From an optimization exercise on the open Yosys and OpenROAD flow, aimed at small area and a short achievable clock period; shortcuts taken in it are not production practice. Where RTL was checked, it was by simulation tests only, not by an equivalence proof against the original.

==> job 3338: inputs <==
==> flow/design.v (excerpt) <==
module test_dsp #(parameter width_in1=26, parameter width_in2=14, parameter width_out=40) (
    input clk_i,
    input signed [width_in1:0] a_i,
    input signed [width_in2:0] b_i,
    input signed [width_out:0] pd_pattern1,
    output signed [width_out:0] c_o,
    output reg ones_o
);
reg r1_c0_0;
reg r1_c0_1;
reg r1_c1_0;
reg r1_c2_0;
reg r1_c3_0;
reg r1_c4_0;
reg r1_c4_1;
reg r1_c4_2;
reg r1_c5_0;
reg r1_c5_1;
reg r1_c6_0;
reg r1_c6_1;
reg r1_c7_0;
reg r1_c7_1;
reg r1_c8_0;
reg r1_c8_1;
reg r1_c9_0;
reg r1_c9_1;
reg r1_c9_2;
reg r1_c9_3;
reg r1_c10_0;
reg r1_c10_1;
reg r1_c10_2;
reg r1_c11_0;
reg r1_c11_1;
reg r1_c11_2;
reg r1_c12_0;
reg r1_c12_1;
reg r1_c12_2;
reg r1_c13_0;
reg r1_c13_1;
reg r1_c13_2;
reg r1_c13_3;
reg r1_c13_4;
reg r1_c14_0;
reg r1_c14_1;
reg r1_c14_2;
reg r1_c15_0;
reg r1_c15_1;
reg r1_c15_2;
reg r1_c15_3;
reg r1_c16_0;
reg r1_c16_1;
reg r1_c16_2;
reg r1_c16_3;
reg r1_c17_0;
reg r1_c17_1;
reg r1_c17_2;
reg r1_c17_3;
reg r1_c18_0;
reg r1_c18_1;
reg r1_c18_2;
reg r1_c18_3;
reg r1_c19_0;
reg r1_c19_1;
reg r1_c19_2;
reg r1_c19_3;
reg r1_c20_0;
reg r1_c20_1;
reg r1_c20_2;
reg r1_c20_3;
reg r1_c21_0;
reg r1_c21_1;
reg r1_c21_2;
reg r1_c21_3;
reg r1_c22_0;
reg r1_c22_1;
reg r1_c22_2;
reg r1_c22_3;
reg r1_c23_0;
reg r1_c23_1;
reg r1_c23_2;
reg r1_c23_3;
reg r1_c24_0;
reg r1_c24_1;
reg r1_c24_2;
reg r1_c24_3;
reg r1_c25_0;
reg r1_c25_1;
reg r1_c25_2;
reg r1_c25_3;
reg r1_c26_0;
reg r1_c26_1;
reg r1_c26_2;
reg r1_c26_3;
reg r1_c27_0;
reg r1_c27_1;
reg r1_c27_2;
reg r1_c27_3;
reg r1_c28_0;
reg r1_c28_1;
reg r1_c28_2;
reg r1_c28_3;
reg r1_c28_4;
reg r1_c29_0;
reg r1_c29_1;
reg r1_c29_2;
reg r1_c29_3;
reg r1_c30_0;
reg r1_c30_1;
reg r1_c30_2;
reg r1_c30_3;
reg r1_c30_4;
reg r1_c31_0;
reg r1_c31_1;
reg r1_c31_2;
reg r1_c31_3;
reg r1_c32_0;
reg r1_c32_1;
reg r1_c32_2;
reg r1_c33_0;
reg r1_c33_1;
reg r1_c33_2;
reg r1_c34_0;
reg r1_c34_1;
reg r1_c34_2;
reg r1_c34_3;
reg r1_c35_0;
reg r1_c35_1;
reg r1_c35_2;
reg r1_c36_0;
reg r1_c36_1;
reg r1_c37_0;
reg r1_c37_1;
reg r1_c38_0;
reg r1_c38_1;
reg r1_c38_2;
reg r1_c39_0;
reg r1_c39_1;
reg r1_c40_0;
reg [40:0] pat_r;
reg [40:0] prod_r;
reg eq_r;
wire bo0 = b_i[0] ^ 1'b0;
wire bt0 = (b_i[1] & ~b_i[0] & ~1'b0) | (~b_i[1] & b_i[0] & 1'b0);
wire bn0 = b_i[1];
wire pp0_0 = ((bo0 & a_i[0])) ^ bn0;
wire pp0_1 = ((bo0 & a_i[1]) | (bt0 & a_i[0])) ^ bn0;
  ...
Settings: LEC_CHECK=0, CAP_MARGIN=20, CORE_MARGIN=2, CORE_UTILIZATION=40, SLEW_MARGIN=20; clock period 6.5 ns.
run.sh (not shown) runs the stock make flow with config.mk's settings and CLKGATE_MAP_FILE= SYNTH_SCRIPT=/design/flow/synth_recipe.tcl, a recipe that flattens the netlist after the stock synthesis.
==> job 3360 (differences from job 3338) <==
--- a/flow/config.mk
+++ b/flow/config.mk
@@ -5,7 +5,9 @@
 export SDC_FILE = /design/flow/constraint.sdc
 export NUM_CORES = 4
 export LEC_CHECK = 0
+export ABC_CLOCK_PERIOD_IN_PS = 3000
 export CAP_MARGIN = 20
 export CORE_MARGIN = 2
 export CORE_UTILIZATION = 40
+export SETUP_SLACK_MARGIN = 3.4
 export SLEW_MARGIN = 20
==> results.txt <==
- In synthesized cell count, job 3360 and job 3338 do not differ.
- Between job 3338 and job 3360, the lower sequential share of layout area is in job 3360 (gap 1.7 points).
- Critical path depth: job 3338 is higher than job 3360 (1).
- Clock-buffer cell count is the same in job 3360 and job 3338.
- Routed wire length: job 3360 is higher than job 3338 (12%).
- Of job 3360 and job 3338, job 3360 has the higher first-iteration DRC count (gap about 8%, measured against job 3338).
No functional check of the RTL was part of any run of this note.

* * *

==> v23: inputs <==
Another version of the RTL of test_dsp (not shown whole).
Settings: LEC_CHECK=0, ABC_AREA=1, CAP_MARGIN=20, CORE_MARGIN=2, CORE_UTILIZATION=50, CTS_BUF_LIST=sky130_fd_sc_hd__clkbuf_8, CTS_CLUSTER_DIAMETER=71, CTS_CLUSTER_SIZE=12, SETUP_SLACK_MARGIN=3.3, SLEW_MARGIN=20; clock period 6.5 ns.
standard.sh (not shown) runs the stock make flow with config.mk's settings and CLKGATE_MAP_FILE= SYNTH_SCRIPT=/design/flow/synth_recipe.tcl, a recipe that flattens the netlist after the stock synthesis.
==> flow/flow/run.sh <==
#!/bin/bash
# Standard ORFS layout, with one extra step between synthesis and floorplan:
# flow/polarity.py removes the polarity inverters that Yosys's full-adder
# extraction leaves between adder cells (full adders are self-dual), and
# swaps gates for their complement cells where that saves an inverter;
# flow/fanout.py then gives the high-fanout Booth digit signals an
# inverter-pair driver.
# Registers and ports are untouched.
set -euo pipefail
cd "$(dirname "$0")/.."
W=$(pwd)
R=$W/orfs/results/${FLOW_PLATFORM}/test_dsp/base
LIB=${FLOW_HOME}/platforms/${FLOW_PLATFORM}/lib/sky130_fd_sc_hd__tt_025C_1v80.lib
# port buffers: a real buffer cell (buffer_ports otherwise picks a delay cell)
export BUFFER_PORTS_ARGS="-buffer_cell sky130_fd_sc_hd__buf_2"
bash standard.sh synth > "$W/run_synth.log" 2>&1
cp "$R/1_2_yosys.v" "$W/1_2_yosys.standard.v"
python3 flow/polarity.py "$LIB" "$W/1_2_yosys.standard.v" "$W/1_2_yosys.polarity.v" > "$W/run_polarity.log" 2>&1
python3 flow/fanout.py 10 "$W/1_2_yosys.polarity.v" "$R/1_2_yosys.v" > "$W/run_fanout.log" 2>&1
rm -f "$R/1_synth.odb" "$R/1_synth.sdc"
bash standard.sh finish > "$W/run_layout.log" 2>&1
Other scripts of this flow, unchanged in this note and not shown: flow/flow/fanout.py, flow/flow/polarity.py
==> inputs of v21, as changes to v23 <==
==> flow/flow/run.sh (replaced) <==
#!/bin/bash
# Standard ORFS layout, with one extra step between synthesis and floorplan:
# flow/polarity.py removes the polarity inverters that Yosys's full-adder
# extraction leaves between adder cells (full adders are self-dual), and
# swaps gates for their complement cells where that saves an inverter.
# Before that, flow/cpafix.py splits the full adders Yosys made of the final
# adder's last step (sum and carry of s_i, c_i and the prefix carry) into
# xor2 + a21o, so the late prefix carry passes one gate.
# After it, flow/fapins.py puts each full adder's latest input on its
# fastest pin (CIN), and flow/fanout.py gives the high-fanout Booth digit signals an
# inverter-pair driver.
# Registers and ports are untouched.
set -euo pipefail
cd "$(dirname "$0")/.."
W=$(pwd)
R=$W/orfs/results/${FLOW_PLATFORM}/test_dsp/base
LIB=${FLOW_HOME}/platforms/${FLOW_PLATFORM}/lib/sky130_fd_sc_hd__tt_025C_1v80.lib
# port buffers: a real buffer cell (buffer_ports otherwise picks a delay cell)
export BUFFER_PORTS_ARGS="-buffer_cell sky130_fd_sc_hd__buf_2"
bash standard.sh synth > "$W/run_synth.log" 2>&1
cp "$R/1_2_yosys.v" "$W/1_2_yosys.standard.v"
python3 flow/cpafix.py "$W/1_2_yosys.standard.v" "$W/1_2_yosys.cpafix.v" > "$W/run_cpafix.log" 2>&1
python3 flow/polarity.py "$LIB" "$W/1_2_yosys.cpafix.v" "$W/1_2_yosys.polarity.v" > "$W/run_polarity.log" 2>&1
python3 flow/fapins.py "$W/1_2_yosys.polarity.v" "$W/1_2_yosys.fapins.v" > "$W/run_fapins.log" 2>&1
python3 flow/fanout.py 10 "$W/1_2_yosys.fapins.v" "$R/1_2_yosys.v" > "$W/run_fanout.log" 2>&1
rm -f "$R/1_synth.odb" "$R/1_synth.sdc"
bash standard.sh finish > "$W/run_layout.log" 2>&1
==> flow/flow/cpafix.py (new file) <==
#!/usr/bin/env python3
"""Split full adders that share two inputs with a half adder.

Yosys's full-adder extraction turns the last step of the final adder,
sum_i = (s_i ^ c_i) ^ G and carry = s_i & c_i | (s_i ^ c_i) & G, into a
full-adder cell on (s_i, c_i, G), although s_i ^ c_i and s_i & c_i already
exist as a half adder and G, the prefix carry, arrives last.  Such a full
adder is replaced by xor2(HA.SUM, G) and a21o(HA.SUM, G, HA.COUT): the same
function, less area, and G passes one gate instead of a full adder.

usage: cpafix.py in.v out.v
"""
import re
import sys

src = open(sys.argv[1]).read()
cell_re = re.compile(r'^  sky130_fd_sc_hd__(\w+) (\S+)\s+\((.*?)\n  \);\n', re.S | re.M)
pin_re = re.compile(r'\.(\w+)\(([^()]*)\)')

cells = []
for m in cell_re.finditer(src):
    pins = dict((p, n) for p, n in pin_re.findall(m.group(3)))
    cells.append((m.group(1), m.group(2), pins, m.span()))
has = {}
for short, name, pins, span in cells:
    if re.fullmatch(r'ha_\d+', short):
        has[frozenset((pins['A'].strip(), pins['B'].strip()))] = pins


def sub(name, suf):
    return name.rstrip() + suf + ' ' if name.startswith('\\') else name + suf


out = []
pos = 0
n = 0
for short, name, pins, span in cells:
    s, e = span
    out.append(src[pos:s])
    pos = e
    text = src[s:e]
    if re.fullmatch(r'fa_\d+', short) and 'SUM' in pins and 'COUT' in pins:
        ins = [pins['A'], pins['B'], pins['CIN']]
        for a, b, z in ((0, 1, 2), (0, 2, 1), (1, 2, 0)):
            h = has.get(frozenset((ins[a].strip(), ins[b].strip())))
            if h is not None and ins[a].strip() != ins[b].strip():
                g = ins[z]
                text = (f'  sky130_fd_sc_hd__xor2_1 {sub(name, "_s")} (\n    .A({h["SUM"]}),\n    .B({g}),\n'
                        f'    .X({pins["SUM"]})\n  );\n'
                        f'  sky130_fd_sc_hd__a21o_1 {sub(name, "_c")} (\n    .A1({h["SUM"]}),\n    .A2({g}),\n'
                        f'    .B1({h["COUT"]}),\n    .X({pins["COUT"]})\n  );\n')
                n += 1
                break
    out.append(text)
out.append(src[pos:])
open(sys.argv[2], 'w').write(''.join(out))
print(f'{n} full adders split into xor2 + a21o')
==> flow/flow/fapins.py (new file) <==
#!/usr/bin/env python3
"""Put each full adder's latest-arriving input on its fastest pin.

The inputs A, B and CIN of a sky130 full adder are interchangeable (sum and
carry are symmetric functions), but CIN reaches SUM and COUT fastest and A
slowest.  With a rough arrival-time estimate (inputs and register outputs at
fixed times, a fixed delay per cell) this pass reconnects each full adder so
that its latest input is on CIN and its earliest on A.

usage: fapins.py in.v out.v
"""
import re
import sys

sys.setrecursionlimit(100000)
src = open(sys.argv[1]).read()
cell_re = re.compile(r'^  sky130_fd_sc_hd__(\w+) (\S+)\s+\((.*?)\n  \);\n', re.S | re.M)
pin_re = re.compile(r'\.(\w+)\(([^()]*)\)')
OUT = {'X', 'Y', 'Q', 'Q_N', 'SUM', 'COUT', 'HI', 'LO'}

cells = []
for m in cell_re.finditer(src):
    cells.append((m.group(1), m.group(2), pin_re.findall(m.group(3)), m.span()))
drv = {}
for i, (short, name, pins, span) in enumerate(cells):
    for p, n in pins:
        if p in OUT:
            drv[n.strip()] = (i, p)


def delay(short, pin_out):
    if re.fullmatch(r'fa_\d+', short):
        return 0.5 if pin_out == 'SUM' else 0.42
    if re.fullmatch(r'ha_\d+', short):
        return 0.3
    if re.match(r'(inv|clkinv)_', short):
        return 0.07
    if re.match(r'(buf|clkbuf)_', short):
        return 0.15
    if re.match(r'x(n)?or', short):
        return 0.22
    return 0.18


arr = {}


def arrival(net):
    if net in arr:
        return arr[net]
    arr[net] = 0.0
    d = drv.get(net)
    if d is None:
        a = 1.1                       # primary input (after its input delay)
    else:
        i, p = d
        short, name, pins, span = cells[i]
        if short.startswith('df'):
            a = 0.35
        else:
            a = max([arrival(n.strip()) for q, n in pins if q not in OUT] or [0.0]) + delay(short, p)
    arr[net] = a
    return a


out = []
pos = 0
moved = 0
for short, name, pins, span in cells:
    s, e = span
    out.append(src[pos:s])
    pos = e
    text = src[s:e]
    if re.fullmatch(r'fa_\d+', short):
        d = dict(pins)
        ins = sorted([d['A'], d['B'], d['CIN']], key=lambda n: arrival(n.strip()))
        if ins != [d['A'], d['B'], d['CIN']]:
            moved += 1
        text = (f'  sky130_fd_sc_hd__{short} {name} (\n    .A({ins[0]}),\n    .B({ins[1]}),\n'
                f'    .CIN({ins[2]}),\n    .COUT({d["COUT"]}),\n    .SUM({d["SUM"]})\n  );\n')
    out.append(text)
out.append(src[pos:])
open(sys.argv[2], 'w').write(''.join(out))
print(f'{moved} full adders had their inputs reordered')
==> notes <==
- v21 completed without violations. v23 produced a clean layout.
- Of v21 and v23, v23 has the higher die area (gap about 0.54%, measured against v23).
- In v23 the setup slack is worse than in v21, by 0.013 ns.
- Between v23 and v21, the lower clock skew is in v23 (gap 0.0050 ns).
- Of v21 and v23, v21 has the higher via count (gap 0.61%, measured against v23).
- In v21 the area after synthesis is smaller than in v23, by about 0.55%.
==> figures <==
metric                                                                       v21             v23
Outcome                                                           finished clean  finished clean
DR iter-0 viols                                                              665             700
Fraction of area in multi-input gates                                     59.17%          59.71%
Non-clock buffering overhead in the final layout                          4.217%          4.436%
Worst hold slack across all endpoints                                  0.4299 ns       0.4259 ns
Vias per cell                                                              5.353           5.412
Critical path depth in cells                                                  10              15
Hpwl dp                                                                 26980 um        27180 um
Path type of the worst setup path                                         in2reg         reg2reg
Gate Count Post-Synth                                                       1591            1557
Core ar.                                                             0.03067 mm2     0.03075 mm2
Number of cells traversed by the worst register-to-register path              16              15
CP Launch Point                                                           b_i[3]        r1_c15_2

* * *

==> run a: inputs <==
test_dsp again, from the RTL that the note above started with.
## test_dsp
module test_dsp #(parameter width_in1=26, parameter width_in2=14, parameter width_out=40) (
    input clk_i,
    input signed [width_in1:0] a_i,
    input signed [width_in2:0] b_i,
    input signed [width_out:0] pd_pattern1,
    output signed [width_out:0] c_o,
    output reg ones_o
);
export LEC_CHECK = 0
export ABC_AREA = 1
export CAP_MARGIN = 20
export CORE_MARGIN = 2
export CORE_UTILIZATION = 50
export CTS_BUF_LIST = sky130_fd_sc_hd__clkbuf_8
export CTS_CLUSTER_DIAMETER = 71
export CTS_CLUSTER_SIZE = 12
export SETUP_SLACK_MARGIN = 3.4
export SLEW_MARGIN = 20
create_clock -name core_clock -period 6.5 [get_ports {clk_i}]
==> flow/flow/run.sh <==
#!/bin/bash
# Standard ORFS layout, with one extra step between synthesis and floorplan:
# flow/polarity.py removes the polarity inverters that Yosys's full-adder
# extraction leaves between adder cells (full adders are self-dual), and
# swaps gates for their complement cells where that saves an inverter.
# Registers and ports are untouched.
set -euo pipefail
cd "$(dirname "$0")/.."
W=$(pwd)
R=$W/orfs/results/${FLOW_PLATFORM}/test_dsp/base
LIB=${FLOW_HOME}/platforms/${FLOW_PLATFORM}/lib/sky130_fd_sc_hd__tt_025C_1v80.lib
# port buffers: a real buffer cell (buffer_ports otherwise picks a delay cell)
export BUFFER_PORTS_ARGS="-buffer_cell sky130_fd_sc_hd__buf_2"
bash standard.sh synth > "$W/run_synth.log" 2>&1
cp "$R/1_2_yosys.v" "$W/1_2_yosys.standard.v"
python3 flow/polarity.py "$LIB" "$W/1_2_yosys.standard.v" "$R/1_2_yosys.v" > "$W/run_polarity.log" 2>&1
rm -f "$R/1_synth.odb" "$R/1_synth.sdc"
bash standard.sh finish > "$W/run_layout.log" 2>&1
Other scripts of this flow, unchanged in this note and not shown: flow/flow/polarity.py
==> run b (differences from run a) <==
--- a/flow/flow/run.sh
+++ b/flow/flow/run.sh
@@ -5,2 +5,7 @@
 # swaps gates for their complement cells where that saves an inverter.
+# Before that, flow/cpafix.py splits the full adders Yosys made of the final
+# adder's last step (sum and carry of s_i, c_i and the prefix carry) into
+# xor2 + a21o, so the late prefix carry passes one gate.
+# After it, flow/fanout.py gives the high-fanout Booth digit signals an
+# inverter-pair driver.
 # Registers and ports are untouched.
@@ -15,3 +20,5 @@
 cp "$R/1_2_yosys.v" "$W/1_2_yosys.standard.v"
-python3 flow/polarity.py "$LIB" "$W/1_2_yosys.standard.v" "$R/1_2_yosys.v" > "$W/run_polarity.log" 2>&1
+python3 flow/cpafix.py "$W/1_2_yosys.standard.v" "$W/1_2_yosys.cpafix.v" > "$W/run_cpafix.log" 2>&1
+python3 flow/polarity.py "$LIB" "$W/1_2_yosys.cpafix.v" "$W/1_2_yosys.polarity.v" > "$W/run_polarity.log" 2>&1
+python3 flow/fanout.py 10 "$W/1_2_yosys.polarity.v" "$R/1_2_yosys.v" > "$W/run_fanout.log" 2>&1
 rm -f "$R/1_synth.odb" "$R/1_synth.sdc"
==> flow/flow/cpafix.py (new file) <==
#!/usr/bin/env python3
"""Split full adders that share two inputs with a half adder.

Yosys's full-adder extraction turns the last step of the final adder,
sum_i = (s_i ^ c_i) ^ G and carry = s_i & c_i | (s_i ^ c_i) & G, into a
full-adder cell on (s_i, c_i, G), although s_i ^ c_i and s_i & c_i already
exist as a half adder and G, the prefix carry, arrives last.  Such a full
adder is replaced by xor2(HA.SUM, G) and a21o(HA.SUM, G, HA.COUT): the same
function, less area, and G passes one gate instead of a full adder.

usage: cpafix.py in.v out.v
"""
import re
import sys

src = open(sys.argv[1]).read()
cell_re = re.compile(r'^  sky130_fd_sc_hd__(\w+) (\S+)\s+\((.*?)\n  \);\n', re.S | re.M)
pin_re = re.compile(r'\.(\w+)\(([^()]*)\)')

cells = []
for m in cell_re.finditer(src):
    pins = dict((p, n) for p, n in pin_re.findall(m.group(3)))
    cells.append((m.group(1), m.group(2), pins, m.span()))
has = {}
for short, name, pins, span in cells:
    if re.fullmatch(r'ha_\d+', short):
        has[frozenset((pins['A'].strip(), pins['B'].strip()))] = pins


def sub(name, suf):
    return name.rstrip() + suf + ' ' if name.startswith('\\') else name + suf


out = []
pos = 0
n = 0
for short, name, pins, span in cells:
    s, e = span
    out.append(src[pos:s])
    pos = e
    text = src[s:e]
    if re.fullmatch(r'fa_\d+', short) and 'SUM' in pins and 'COUT' in pins:
        ins = [pins['A'], pins['B'], pins['CIN']]
        for a, b, z in ((0, 1, 2), (0, 2, 1), (1, 2, 0)):
            h = has.get(frozenset((ins[a].strip(), ins[b].strip())))
            if h is not None and ins[a].strip() != ins[b].strip():
                g = ins[z]
                text = (f'  sky130_fd_sc_hd__xor2_1 {sub(name, "_s")} (\n    .A({h["SUM"]}),\n    .B({g}),\n'
                        f'    .X({pins["SUM"]})\n  );\n'
                        f'  sky130_fd_sc_hd__a21o_1 {sub(name, "_c")} (\n    .A1({h["SUM"]}),\n    .A2({g}),\n'
                        f'    .B1({h["COUT"]}),\n    .X({pins["COUT"]})\n  );\n')
                n += 1
                break
    out.append(text)
out.append(src[pos:])
open(sys.argv[2], 'w').write(''.join(out))
print(f'{n} full adders split into xor2 + a21o')
==> flow/flow/fanout.py (new file) <==
#!/usr/bin/env python3
"""Give high-fanout nets driven by small logic gates a strong driver.

In the Booth partial-product selection each encoded digit signal drives a
whole row of selectors; synthesis leaves it on a weak gate.  For every such
net this pass lets the gate drive a small inverter, which drives a large
inverter that drives the original net (an inverter pair: the function is
unchanged; placement's remove_buffers keeps inverters).

usage: fanout.py MIN_FANOUT in.v out.v
"""
import re
import sys

minfo = int(sys.argv[1])
src = open(sys.argv[2]).read()
cell_re = re.compile(r'^  (sky130_fd_sc_hd__(\w+)) (\S+)\s+\((.*?)\n  \);\n', re.S | re.M)
pin_re = re.compile(r'\.(\w+)\(([^()]*)\)')
OUT = {'X', 'Y', 'Q', 'Q_N', 'SUM', 'COUT', 'HI', 'LO'}
SKIP = re.compile(r'(buf|inv|clkbuf|clkinv|bufinv|dlygate|clkdlybuf|dfxtp|fa|ha|conb)')

cells = []
for m in cell_re.finditer(src):
    cells.append((m.group(2), m.group(3), pin_re.findall(m.group(4)), m.span()))
fan = {}
for short, name, pins, span in cells:
    for p, n in pins:
        if p not in OUT:
            fan[n.strip()] = fan.get(n.strip(), 0) + 1

# logical fanout: count sinks through buffer cells
drv = {}
for short, name, pins, span in cells:
    for p, n in pins:
        if p in OUT:
            drv[n.strip()] = short
loads = {}
for short, name, pins, span in cells:
    for p, n in pins:
        if p not in OUT:
            loads.setdefault(n.strip(), []).append((short, pins))
BUF = re.compile(r'(buf|clkbuf)_\d+$')


def logical_fanout(net, depth=0):
    tot = 0
    for short, pins in loads.get(net, []):
        if BUF.match(short) and depth < 20:
            o = [n for p, n in pins if p in OUT][0].strip()
            tot += logical_fanout(o, depth + 1)
        else:
            tot += 1
    return tot


fan = {n: logical_fanout(n) for n in loads}

hdr = re.search(r'module\s+\w+\s*\((.*?)\);', src, re.S)
ports = set(x.strip() for x in hdr.group(1).split(','))

out = []
pos = 0
wires = []
k = 0
for short, name, pins, span in cells:
    s, e = span
    out.append(src[pos:s])
    pos = e
    text = src[s:e]
    if not SKIP.match(short):
        for p, n in pins:
            key = n.strip()
            if p in OUT and fan.get(key, 0) >= minfo and key.lstrip('\\').split('[')[0].strip() not in ports:
                f = fan[key]
                size = 4 if f <= 16 else 6 if f <= 24 else 8
                a, b = f'fo_{k}_a', f'fo_{k}_b'
                wires += [a, b]
                text = text.replace(f'.{p}({n})', f'.{p}({a})')
                text += (f'  sky130_fd_sc_hd__inv_2 fo_cell_{k}a (\n    .A({a}),\n    .Y({b})\n  );\n'
                         f'  sky130_fd_sc_hd__inv_{size} fo_cell_{k}b (\n    .A({b}),\n    .Y({n})\n  );\n')
                k += 1
    out.append(text)
out.append(src[pos:])
text = ''.join(out)
m = re.search(r'\n  wire ', text)
text = text[:m.start() + 1] + ''.join(f'  wire {w};\n' for w in wires) + text[m.start() + 1:]
open(sys.argv[3], 'w').write(text)
print(f'{k} high-fanout nets given an inverter-pair driver (fanout >= {minfo})')
SETUP_SLACK_MARGIN = 3.5   (was 3.4)
==> run c (differences from run a) <==
SETUP_SLACK_MARGIN = 3.3   (was 3.4)
==> comparison <==
In run c the synthesized area is lower than in run b, by about 0.54%.
Of run b and run c, run b has the higher synthesized cell count (gap 3.8%, measured against run c).
Setup slack: run b > run a > run c.
In register-to-register slack, run c and run a hardly differ.
Die area: run a is smaller than run b (about 0.5%).
Worst hold slack: run a is worse than run b (0.0034 ns).
Against run b, the design area of run c is smaller by 1.4%.
The highest critical path depth belongs to run b, the lowest to run c.
Between run a and run c, the lower maximum frequency is in run c (gap 2.1%, measured against run c).
==> figures <==
quantity                                                                        run c                    run b                    run a
Result of the run                                             complete, no violations  complete, no violations  complete, no violations
Average routed wire per standard cell                                         19.5 µm                  18.9 µm                  19.6 µm
Clock skew after layout                                                     0.0232 ns                0.0178 ns                0.0311 ns
Fraction of final layout cells sized beyond drive strength 1                    0.230                    0.278                    0.261
Total routed wirelength                                                      39900 µm                 39500 µm                 40100 µm
Layout Cells excl Fill                                                           2043                     2085                     2048
Post-CTS Repair Setup Buffers                                                      10                        8                       30
Post-layout nets                                                                 1974                     1988                     1979
Post-route cell area                                                       0.0176 mm²               0.0179 mm²               0.0179 mm²
Total Die Area                                                             0.0325 mm²               0.0326 mm²               0.0325 mm²
Clk Latency, worst-skew pair                                                  0.55 ns                  0.56 ns                  0.57 ns
Routed vias/inst                                                                 5.48                     5.41                     5.46
Via count                                                                       11200                    11271                    11183
Core Region                                                                0.0306 mm²               0.0307 mm²               0.0306 mm²
Count of clock-net buffers in the final layout                                     26                       25                       25
R2r worst-path depth                                                               11                       14                       11
Tmin final                                                                    3.17 ns                  3.01 ns                  3.10 ns
Multi-input combinational area share                                            0.597                    0.590                    0.598
Gate count after technology mapping                                              1533                     1591                     1533

[static timing again, ports no longer ideal]
The flow's constraints put no driver on any port. The routed layouts listed below were extracted and timed again, unchanged, in two steps.
Step 1 assumes that a clkbuf_16 drives the clock port and a buf_2 every other input.
Step 2 times the ports against the registers' clock, not the clock port: input delays grow and output delays shrink by t, the midpoint of the rising clock arrivals with the driver on.
a / b / c = ideal / step 1 / step 2; a / b = the first two.
run	t (ns)	slack for setup (ns)	hold slack, ns	worst setup path after step 2	worst register clock-pin slew, ns
job 3338	0.570	0.325 / 0.325 / 0.325	0.360 / 0.360 / 0.360	register to register	0.07 / 0.07
job 3360	0.591	1.113 / 1.113 / 1.113	0.383 / 0.383 / 0.383	register to register	0.07 / 0.07
v23	0.599	3.349 / 3.349 / 2.760	0.426 / 0.426 / 0.426	input to register	0.09 / 0.09
v21	0.589	3.362 / 3.378 / 2.789	0.430 / 0.430 / 0.430	input to register	0.09 / 0.09
run a	0.599	3.397 / 3.397 / 2.837	0.431 / 0.431 / 0.431	input to register	0.09 / 0.09
run b	0.595	3.486 / 3.463 / 2.868	0.434 / 0.434 / 0.434	input to register	0.09 / 0.09
run c	0.583	3.332 / 3.333 / 2.750	0.422 / 0.422 / 0.422	input to register	0.09 / 0.09
After both steps every run listed still meets setup and hold. The setup slack of run b, which loses most, moves by -0.023 ns with the drivers and by -0.618 ns with both steps.
